This design comes from an exercise in tuning for small area and a short achievable clock period on the open sky130 flow, not from production work. Function was checked by simulation only, so behaviour that the tests miss may differ from the original. Power and IR drop assume default switching activity.

==> flow/design.v (excerpt) <==
module rv32_core(
	input clk,
	input reset,
	output [31:2] imem_addr,
	input [31:0] imem_rdata,
	output [31:2] dmem_addr,
	output dmem_we,
	output io_we,
	output [3:0] dmem_be,
	output [31:0] dmem_wdata,
	input [31:0] dmem_rdata,
	input [31:0] io_rdata,
	output rf_we,
	output [4:0] rf_waddr,
	output [31:0] rf_wdata
	);
	reg [31:0] pc_tgt;
	reg [31:0] pc_seq;
	reg j_jal;			 
	reg j_br;			 
	reg [2:0] j_f3;			 
	reg d_kb;			 
	reg [31:0] d_pc;		 
	reg [31:0] d_opa;		 
	reg [31:0] d_opb;		 
	reg d_cin;			 
	reg d_s_sum, d_s_lts, d_s_ltu, d_s_xor, d_s_or, d_s_and, d_s_sll, d_s_srl;
	reg [31:0] d_rs2;		 
	reg [4:0] d_wbreg;
	reg d_wben;
	reg d_st;			 
	reg d_isS, d_isLD;
	reg [2:0] d_f3;
	reg ebrk;			 
	reg [31:0] e_alu;
	reg [31:0] e_rs2;
	reg [4:0] e_wbreg;
	reg e_wben;
	reg e_st;
	reg e_isS, e_isLD;
	reg [2:0] e_f3;
	reg [31:0] m_aluv;		 
	reg [4:0] m_wbreg;
	reg m_wben;
	reg [3:0] m_lo [0:1];
	reg [2:0] m_mid [0:1];
	reg m_hi [0:1];
	reg [3:0] m_sxb [0:1];
	reg [3:0] m_sxh [0:1];
	wire [63:0] ldx = {io_rdata, dmem_rdata};
	reg [31:0] wb_data;
	integer j, q;
	always @(*) begin
		wb_data = m_aluv;
		for (q = 0; q < 2; q = q + 1) begin
			for (j = 0; j < 8; j = j + 1)
				wb_data[j] = wb_data[j]
					| (m_lo[q][0] & ldx[q*32 + j]) | (m_lo[q][1] & ldx[q*32 + j + 8])
					| (m_lo[q][2] & ldx[q*32 + j + 16]) | (m_lo[q][3] & ldx[q*32 + j + 24]);
			for (j = 8; j < 16; j = j + 1)
				wb_data[j] = wb_data[j]
					| (m_mid[q][0] & ldx[q*32 + j]) | (m_mid[q][1] & ldx[q*32 + j + 8])
					| (m_mid[q][2] & ldx[q*32 + j + 16])
					| (m_sxb[q][3] & ldx[q*32 + 31]) | (m_sxb[q][2] & ldx[q*32 + 23])
					| (m_sxb[q][1] & ldx[q*32 + 15]) | (m_sxb[q][0] & ldx[q*32 + 7]);
			for (j = 16; j < 32; j = j + 1)
				wb_data[j] = wb_data[j]
					| (m_hi[q] & ldx[q*32 + j])
					| (m_sxh[q][3] & ldx[q*32 + 31]) | (m_sxh[q][2] & ldx[q*32 + 23])
					| (m_sxh[q][1] & ldx[q*32 + 15]) | (m_sxh[q][0] & ldx[q*32 + 7]);
		end
	end
	assign rf_we = m_wben;
	assign rf_waddr = m_wbreg;
	assign rf_wdata = wb_data;
	wire m_fok = m_wben & (m_wbreg != 5'd0);
	wire [31:0] rf_d = wb_data & {32{~reset}};
	reg [31:0] rf [1:31];
	genvar gi;
	generate
		for (gi = 1; gi < 32; gi = gi + 1) begin : g_rf
			always @(posedge clk)
  ...
For scale: about 1,400 flip-flops, roughly 230 I/O pins, ~69,000 sq um of cells after synthesis.
clock: 11.0 ns
lec_check: 0
cap_margin: 20
core_margin: 2
core_utilization: 40
cts_cluster_diameter: 90
cts_cluster_size: 20
setup_slack_margin: 5
slew_margin: 20
run.sh (not shown) runs the stock make flow with config.mk's settings and CLKGATE_MAP_FILE= SYNTH_SCRIPT=/design/flow/synth_recipe.tcl, a recipe that flattens the netlist after the stock synthesis.
Rerun with:
--- a/flow/design.v
+++ b/flow/design.v
@@ -7,26 +7,25 @@
 	output dmem_we,
 	output io_we,
 	output [3:0] dmem_be,
 	output [31:0] dmem_wdata,
 	input [31:0] dmem_rdata,
 	input [31:0] io_rdata,
 	output rf_we,
 	output [4:0] rf_waddr,
 	output [31:0] rf_wdata
 	);
 	reg [31:0] pc_tgt;
-	reg [31:0] pc_seq;
+	reg pc_rst;			 
 	reg j_jal;			 
 	reg j_br;			 
-	reg [2:0] j_f3;			 
 	reg d_kb;			 
 	reg [31:0] d_pc;		 
 	reg [31:0] d_opa;		 
 	reg [31:0] d_opb;		 
 	reg d_cin;			 
 	reg d_s_sum, d_s_lts, d_s_ltu, d_s_xor, d_s_or, d_s_and, d_s_sll, d_s_srl;
 	reg [31:0] d_rs2;		 
 	reg [4:0] d_wbreg;
 	reg d_wben;
 	reg d_st;			 
 	reg d_isS, d_isLD;
@@ -118,34 +117,35 @@
 			rf1 = rf1 | (rf[k] & {32{r1 == k}});
 			rf2 = rf2 | (rf[k] & {32{r2 == k}});
 		end
 	end
 	wire [31:0] v1 = f1e ? alu : f1m ? e_alu : f1w ? wb_data : rf1;
 	wire [31:0] v2 = f2e ? alu : f2m ? e_alu : f2w ? wb_data : rf2;
 	wire b_eq = (d_opa == d_rs2);
 	wire b_ltu = (d_opa < d_rs2);
 	wire b_lt = ($signed(d_opa) < $signed(d_rs2));
 	reg b_cond;
 	always @(*) begin
-		case (j_f3)
+		case (d_f3)
 			3'b000: b_cond = b_eq;
 			3'b001: b_cond = ~b_eq;
 			3'b100: b_cond = b_lt;
 			3'b101: b_cond = ~b_lt;
 			3'b110: b_cond = b_ltu;
 			3'b111: b_cond = ~b_ltu;
 			default: b_cond = 1'b0;
 		endcase
 	end
 	wire jump = j_jal | (j_br & b_cond);	 
 	wire jdet = jump;
+	wire [31:0] pc_seq = (d_pc + 32'd4) & {32{~pc_rst}};
 	wire [31:0] pc = jump ? pc_tgt : pc_seq;
 	wire [31:0] imm_b = {{20{iw[31]}}, iw[7], iw[30:25], iw[11:8], 1'b0};
 	wire [31:0] imm_j = {{12{iw[31]}}, iw[19:12], iw[20], iw[30:21], 1'b0};
 	wire [31:0] tgt_b = d_pc + imm_b;
 	wire [31:0] tgt_j = d_pc + imm_j;
 	wire [31:0] tgt_jalr = e_alu + {20'h0, iw[31:20]};
 	wire [31:0] tgt = ({32{isB}} & tgt_b) | ({32{isJALR}} & tgt_jalr)
 		| ({32{~isB & ~isJALR}} & tgt_j);
 	wire [31:0] imm_i = {{20{iw[31]}}, iw[31:20]};
 	wire [31:0] imm_s = {{20{iw[31]}}, iw[31:25], iw[11:7]};
 	wire [31:0] imm_u = {iw[31:12], 12'h0};
@@ -218,23 +218,23 @@
 			d_rs2 <= 32'h0;
 			d_wbreg <= 5'h0;
 			d_wben <= 1'b0;
 			d_st <= 1'b0;
 			d_isS <= 1'b0;
 			d_isLD <= 1'b0;
 			d_f3 <= 3'h0;
 		end
 		else if (halt) begin
 			ebrk <= 1'b1;
 			d_kb <= 1'b0;
-			d_pc <= 32'h0;
+			d_pc <= pc;	 
 			d_opa <= 32'h0;
 			d_opb <= 32'h0;
 			d_cin <= 1'b0;
 			{d_s_sum, d_s_lts, d_s_ltu, d_s_xor, d_s_or, d_s_and, d_s_sll, d_s_srl} <= 8'b10000000;
 			d_rs2 <= 32'h0;
 			d_wbreg <= 5'h0;
 			d_wben <= 1'b1;
 			d_isS <= 1'b0;
 			d_isLD <= 1'b0;
 			d_f3 <= 3'h0;
 		end
@@ -246,23 +246,23 @@
 			if (wb_upd) begin
 				d_wbreg <= wb_rd ? rd : 5'h0;
 				d_wben <= ~isB;
 			end
 			if (kill_nj | isB) begin
 				d_opa <= v1;
 				d_opb <= 32'h0;
 				d_cin <= 1'b0;
 				{d_s_sum, d_s_lts, d_s_ltu, d_s_xor, d_s_or, d_s_and, d_s_sll, d_s_srl} <= {kill_nj, 7'b0};
 				d_isS <= 1'b0;
 				d_isLD <= 1'b0;
-				d_f3 <= 3'h0;
+				d_f3 <= isB ? f3 : 3'h0;
 			end
 			else begin
 				d_opa <= n_apc ? pc : isLUI ? 32'h0 : n_sll ? v1_rev : v1;
 				d_opb <= n_sub ? ~n_b : n_b;
 				d_cin <= n_sub;
 				{d_s_sum, d_s_lts, d_s_ltu, d_s_xor, d_s_or, d_s_and, d_s_sll, d_s_srl} <=
 					{n_sum, n_lts, n_ltu, n_xor, n_or, n_and, n_sll, n_srl};
 				d_isS <= isS;
 				d_isLD <= isLD;
 				d_f3 <= f3;
 			end
@@ -353,33 +353,27 @@
 			m_wbreg <= e_wbreg;
 			m_wben <= e_wben;
 			for (p = 0; p < 2; p = p + 1) begin
 				m_lo[p] <= {4{ld_src[p]}} & {ld_b[0], ld_h[0] | ld_b[1], ld_h[1] | ld_b[2], ld_w | ld_h[2] | ld_b[3]};
 				m_mid[p] <= {3{ld_src[p]}} & {ld_h[0], ld_h[1], ld_w | ld_h[2]};
 				m_hi[p] <= ld_src[p] & ld_w;
 				m_sxb[p] <= {4{ld_src[p] & ld_sgn}} & {ld_b[0], ld_b[1], ld_b[2], ld_b[3]};
 				m_sxh[p] <= {4{ld_src[p] & ld_sgn}} & {ld_h[0] | ld_b[0], ld_h[1] | ld_b[1], ld_h[2] | ld_b[2], ld_b[3]};
 			end
 		end
 	end
-	always @(posedge clk) begin
-		if (reset)
-			pc_seq <= 32'h0;
-		else
-			pc_seq <= pc + 32'd4;
-	end
+	always @(posedge clk)
+		pc_rst <= reset;
 	always @(posedge clk)
 		pc_tgt <= tgt;
 	always @(posedge clk) begin
 		if (reset) begin
 			j_jal <= 1'b0;
 			j_br <= 1'b0;
-			j_f3 <= 3'h0;
 		end
 		else begin
 			j_jal <= ~ebrk & (isJAL | isJALR);
 			j_br <= ~ebrk & isB;
-			j_f3 <= f3;
 		end
 	end
 	assign imem_addr = pc[31:2];
 endmodule
Sequential share of layout area stays flat.
Synthesized area came out lower by a few percent.
Via count falls slightly.
Clock skew came out lower by 20 ps.
First-iteration DRC count grows slightly.
Critical path depth does not change.
Register-to-register slack is about the same.
Total power falls by a few percent.
Worst hold slack got worse by 6.6 ps.
Final area falls slightly.

-- port drivers added, routing unchanged --
Ports are ideal in the flow. The routed layouts listed here were re-timed in OpenROAD.
Step 1 assumes that a clkbuf_16 drives the clock port and a buf_2 every other input.
Step 2 times the ports against the registers' clock, not the clock port: input delays grow and output delays shrink by t, the midpoint of the rising clock arrivals with the driver on.
a / b / c = ideal / step 1 / step 2; a / b = the first two.
run | t, ns | slack for setup (ns) | worst setup path after step 2 | worst slew at a driven data input, ns
the first run | 0.851 | 4.831 / 4.818 / 4.035 | input to register | 0.12
the second run | 0.833 | 4.639 / 4.668 / 3.835 | input to register | 0.11
After both steps setup and hold are still met in every run listed. The setup slack of the second run, which loses most, moves by +0.029 ns with the drivers and by -0.804 ns with both steps.
